This design comes from an exercise in tuning for small area, a short achievable clock period and few clock cycles on the open sky130 flow, not from production work.
The RTL was checked by simulation tests, not by an equivalence proof against the original design.
No driver is modelled on the clock port, so clock power and skew are understated where the tree is cut down; a real chip needs a root buffer or a tree.

Setup of job 4435:
// HT_TOP
module HT_TOP(
    input clk,
    input rst_n,
    input in_valid,
    input [2:0] in_weight,
    input out_mode,
    output reg out_valid,
    output reg out_code
);
Size in the first run: ~1400 cells after synthesis, about 150 flip-flops, ~9 I/O pins, ~0.0090 mm^2 of cells after synthesis.
export LEC_CHECK = 0
export ABC_AREA = 1
export CAP_MARGIN = 20
export CORE_MARGIN = 2
export CORE_UTILIZATION = 40
export PLACE_DENSITY = 0.8
export SETUP_SLACK_MARGIN = 3.6
export SLEW_MARGIN = 20
create_clock -name core_clock -period 6.0 [get_ports {clk}]
run.sh (not shown) runs the stock make flow with config.mk's settings and CLKGATE_MAP_FILE= SYNTH_SCRIPT=/design/flow/synth_recipe.tcl, a recipe that flattens the netlist after the stock synthesis.
Testbench counts of job 4435, summed over its fixed seeds: cycles 17,157.
[inputs] job 6674 vs job 4435
Settings: PLACE_DENSITY removed (was 0.8).
Notes after the runs:
- Job 6674 ends up with a global-route total usage across every layer that is 2.0 points higher than in job 4435.
- The final non-filler cell area of job 4435 and that of job 6674 are within noise of each other.
- The buffering overhead on job 6674 is in line with that on job 4435.
- The clock skew was comparable across job 6674 and job 4435.
- Synthesis-to-layout area growth in job 6674 is 0.25 points below job 4435.
- Route | job 6674 vs job 4435 | wire longer in job 6674
- Final cycle utilization of the critical path on job 6674 is down relative to job 4435.
[inputs] job 9378 vs job 6674
Settings: SETUP_SLACK_MARGIN: 3.6 -> 3.95; CTS_BUF_LIST: unset -> sky130_fd_sc_hd__clkbuf_8.
==> summary.txt <==
- [compare] base=job 6674 new=job 9378: area enclosed by the die boundary saw little to no change.
- Against job 6674, job 9378 reports a global-route usage that is higher.
- Job 6674 → job 9378: wire length went up 10%, utilization now sits higher.

---

## run A
HT_TOP, a different RTL version from the one above (not shown whole).
Size in the first run: roughly 1400 cells after synthesis, about 9 I/O pins, roughly 9100 µm² of cells after synthesis.
export LEC_CHECK = 0
export ABC_AREA = 1
export CAP_MARGIN = 20
export CORE_MARGIN = 2
export CORE_UTILIZATION = 45
export SETUP_SLACK_MARGIN = 4.0
export SLEW_MARGIN = 20
create_clock -name core_clock -period 6.0 [get_ports {clk}]
standard.sh (not shown) runs the stock make flow with config.mk's settings and CLKGATE_MAP_FILE= SYNTH_SCRIPT=/design/flow/synth_recipe.tcl, a recipe that flattens the netlist after the stock synthesis.
==> flow/flow/run.sh <==
#!/bin/bash
# Own flow: the standard layout, with a hook after CTS that replaces the
# clock tree by four clkbuf_16 fed by the clock port (flow/reclk.tcl).
set -euo pipefail
W=$(pwd)
export FLOW_FLOW_DIR="$W/flow"
export POST_CTS_TCL="$W/flow/post_cts.tcl"
bash standard.sh finish > "$W/standard_flow.log" 2>&1
Other scripts of this flow, unchanged in this note and not shown: flow/flow/post_cts.tcl, flow/flow/reclk.tcl
Testbench counts of run A, summed over its fixed seeds: cycles 17,157.
Edits applied to the flow inputs when going from run A to run B:
- swapping 4.0 for 4.05 in SETUP_SLACK_MARGIN
- swapping 45 for 40 in CORE_UTILIZATION
Findings:
Area inside the core boundary in run B is 2500 µm² above run A.
Clock latency on the worst-skew pair across run A and run B: no real change.
Going from run A to run B, total length of routed wires shrinks by about 6%.
Diff run A -> run B: post-route standard cell area excluding fillers climbed about 0.9%, die area +about 12%.
Inputs modified between run B and run C:
- changing SETUP_SLACK_MARGIN from 4.05 to 4.0
Findings:
- Changes observed in run C relative to run B: cell area after layout lost 1.6%, achievable frequency neither gained nor lost much, number of multi-input logic gates neither gained nor lost much.
> inputs changed (run C -> run D)
- an added PLACE_DENSITY of 0.7
Results
Run C ended up with more cell instances than run D did. Delta (run D minus run C): number of filler instances in the final layout lower, minimum period implied by the final worst setup slack higher.
In every run of this note, the design's own scripts or RTL, not TritonCTS, make the clock network.

---

job 4896:
Another version of the RTL of HT_TOP (not shown whole).
Size: ~1400 cells after synthesis, about 150 flip-flops, about 9 I/O pins, about 0.0094 mm^2 of cells after synthesis.
==> flow/config.mk <==
export PLATFORM = sky130hd
export DESIGN_NAME = HT_TOP
export DESIGN_NICKNAME = HT_TOP
export VERILOG_FILES = /design/flow/design.v
export SDC_FILE = /design/flow/constraint.sdc
export NUM_CORES = 4
export LEC_CHECK = 0
export ABC_AREA = 1
export CAP_MARGIN = 20
export CORE_MARGIN = 2
export CORE_UTILIZATION = 40
export SETUP_SLACK_MARGIN = 4.0
export SLEW_MARGIN = 20
==> flow/constraint.sdc <==
create_clock -name core_clock -period 6.0 [get_ports {clk}]
set_input_delay 1.2000 -clock core_clock [delete_from_list [all_inputs] [get_ports {clk}]]
set_output_delay 1.2000 -clock core_clock [all_outputs]
set_load 0.01 [all_outputs]
Scripts as last shown in full above: flow/flow/run.sh
Other scripts of this flow, unchanged in this note and not shown: flow/flow/post_cts.tcl, flow/flow/reclk.tcl
Job 4896 finished all stages; the layout is clean.
Testbench counts of job 4896, summed over its fixed seeds: cycles 17,157.
diff inputs: job 4896 => job 3578
# job 4896
export LEC_CHECK = 0
export ABC_AREA = 1
export CAP_MARGIN = 20
export CORE_MARGIN = 2
export CORE_UTILIZATION = 40
export SETUP_SLACK_MARGIN = 4.0
export SLEW_MARGIN = 20
create_clock -name core_clock -period 6.0 [get_ports {clk}]
# job 3578
export LEC_CHECK = 0
export ABC_AREA = 1
export CAP_MARGIN = 20
export CORE_MARGIN = 2
export CORE_UTILIZATION = 45
export SETUP_SLACK_MARGIN = 3.9
export SLEW_MARGIN = 20
create_clock -name core_clock -period 6.0 [get_ports {clk}]
- Job 3578 vs job 4896 — cell area after layout dropped about 8%.
- Mean number of vias per cell essentially unchanged between job 3578 and job 4896.
> inputs changed (job 3578 -> job 5076)
# job 3578
export LEC_CHECK = 0
export ABC_AREA = 1
export CAP_MARGIN = 20
export CORE_MARGIN = 2
export CORE_UTILIZATION = 45
export SETUP_SLACK_MARGIN = 3.9
export SLEW_MARGIN = 20
create_clock -name core_clock -period 6.0 [get_ports {clk}]
# job 5076
export LEC_CHECK = 0
export ABC_AREA = 1
export CAP_MARGIN = 20
export CORE_MARGIN = 2
export CORE_UTILIZATION = 40
export SETUP_SLACK_MARGIN = 3.9
export SLEW_MARGIN = 20
create_clock -name core_clock -period 6.0 [get_ports {clk}]
- The final layouts of job 5076 and job 3578 pass the timing, design-rule and antenna checks.
- Compared with job 3578, job 5076 shows a higher cell count.
- Where sum of routed wire length over all layers is concerned, job 3578 is better than job 5076.
- Compared with job 3578, job 5076 shows a final setup slack of the worst path that is 0.0060 ns higher.
- In the tables for job 5076 and job 3578, cell area after layout reads higher with job 5076.
Inputs modified between job 5076 and job 6757:
# job 5076
export LEC_CHECK = 0
export ABC_AREA = 1
export CAP_MARGIN = 20
export CORE_MARGIN = 2
export CORE_UTILIZATION = 40
export SETUP_SLACK_MARGIN = 3.9
export SLEW_MARGIN = 20
create_clock -name core_clock -period 6.0 [get_ports {clk}]
# job 6757
export LEC_CHECK = 0
export ABC_AREA = 1
export CAP_MARGIN = 20
export CORE_MARGIN = 2
export CORE_UTILIZATION = 40
export SETUP_SLACK_MARGIN = 3.9
export SLEW_MARGIN = 20
export TNS_END_PERCENT = 20
create_clock -name core_clock -period 6.0 [get_ports {clk}]
==> summary.txt <==
Where worst-case setup margin in the final layout is concerned, job 5076 is better than job 6757.
Register fraction of the total cell area across job 5076 and job 6757: no real change.
Summary — routed metal-1 wire length, job 6757 relative to job 5076: higher, by 270 um.
Job 6757: layout-stage area growth over the synthesis result 0.55 points above job 5076
As far as worst hold slack is concerned, job 5076 and job 6757 perform about the same.
~same combined global-route utilization of all metal layers in job 5076 and job 6757
### job 6757 -> job 793
# job 6757
export LEC_CHECK = 0
export ABC_AREA = 1
export CAP_MARGIN = 20
export CORE_MARGIN = 2
export CORE_UTILIZATION = 40
export SETUP_SLACK_MARGIN = 3.9
export SLEW_MARGIN = 20
export TNS_END_PERCENT = 20
create_clock -name core_clock -period 6.0 [get_ports {clk}]
# job 793
export LEC_CHECK = 0
export ABC_AREA = 1
export CAP_MARGIN = 20
export CORE_MARGIN = 2
export CORE_UTILIZATION = 40
export SETUP_SLACK_MARGIN = 3.8
export SLEW_MARGIN = 20
create_clock -name core_clock -period 6.0 [get_ports {clk}]
==> summary.txt <==
- Diff job 6757 -> job 793: worst setup margin has decreased; highest achievable clock rate saw little to no change.
- Compared job 6757 against job 793; data arrival at the endpoint of the critical path within noise.
- Going from job 6757 to job 793, the area overhead of the layout relative to synthesis was found to have gone down by 2.3 points.
- Going from job 6757 to job 793, required time of the worst setup path flat; worst-case hold slack held; number of cells on the worst reg-to-reg path increased by 1 relative to the old numbers; count of filler cells inserted in the layout neither gained nor lost much.
- [compare] base=job 6757 new=job 793: number of design-rule violations left by the first detailed-router iteration has decreased.
No run of this note takes its clock network from TritonCTS; it comes from the design's own scripts or RTL.

[re-timing with driven ports]
The results above use ideal ports. As a check the final layouts listed here were re-extracted and re-timed, cells and wires unchanged.
Step 1 assumes that a clkbuf_16 drives the clock port and a buf_2 every other input.
Step 2, shift: input delay + t, output delay - t, t = (earliest + latest rising clock arrival at the registers) / 2. This alone moves slack from input paths to output paths.
Three values: ideal, step 1, step 2; two values: the first two.
| run | t (ns) | slack for setup (ns) | clock arrival spread, ns | slew at the worst register clock pin (ns) |
|---|---|---|---|---|
| job 4435 | 0.475 | 3.672 / 3.658 / 3.672 | 0.009 / 0.008 | 0.06 / 0.06 |
| job 6674 | 0.476 | 3.707 / 3.661 / 3.712 | 0.011 / 0.011 | 0.07 / 0.07 |
| job 9378 | 0.495 | 3.823 / 3.779 / 3.868 | 0.019 / 0.018 | 0.10 / 0.10 |
| run A | 0.325 | 4.036 / 3.936 / 3.900 | 0.017 / 0.016 | 0.09 / 0.09 |
| run B | 0.326 | 4.051 / 3.953 / 3.874 | 0.019 / 0.019 | 0.09 / 0.09 |
| run C | 0.325 | 4.049 / 3.951 / 3.873 | 0.016 / 0.016 | 0.09 / 0.09 |
| run D | 0.325 | 4.026 / 3.925 / 3.894 | 0.009 / 0.009 | 0.08 / 0.08 |
| job 4896 | 0.372 | 3.960 / 3.866 / 3.821 | 0.013 / 0.013 | 0.09 / 0.09 |
| job 3578 | 0.371 | 3.969 / 3.873 / 3.798 | 0.014 / 0.013 | 0.09 / 0.09 |
| job 5076 | 0.373 | 3.975 / 3.882 / 3.804 | 0.014 / 0.015 | 0.09 / 0.09 |
| job 6757 | 0.373 | 3.926 / 3.873 / 3.805 | 0.011 / 0.011 | 0.09 / 0.09 |
| job 793 | 0.373 | 3.923 / 3.882 / 3.808 | 0.013 / 0.013 | 0.09 / 0.09 |
After both steps every run listed still meets setup and hold. The setup slack of run B, which loses most, moves by -0.098 ns with the drivers and by -0.177 ns with both steps.
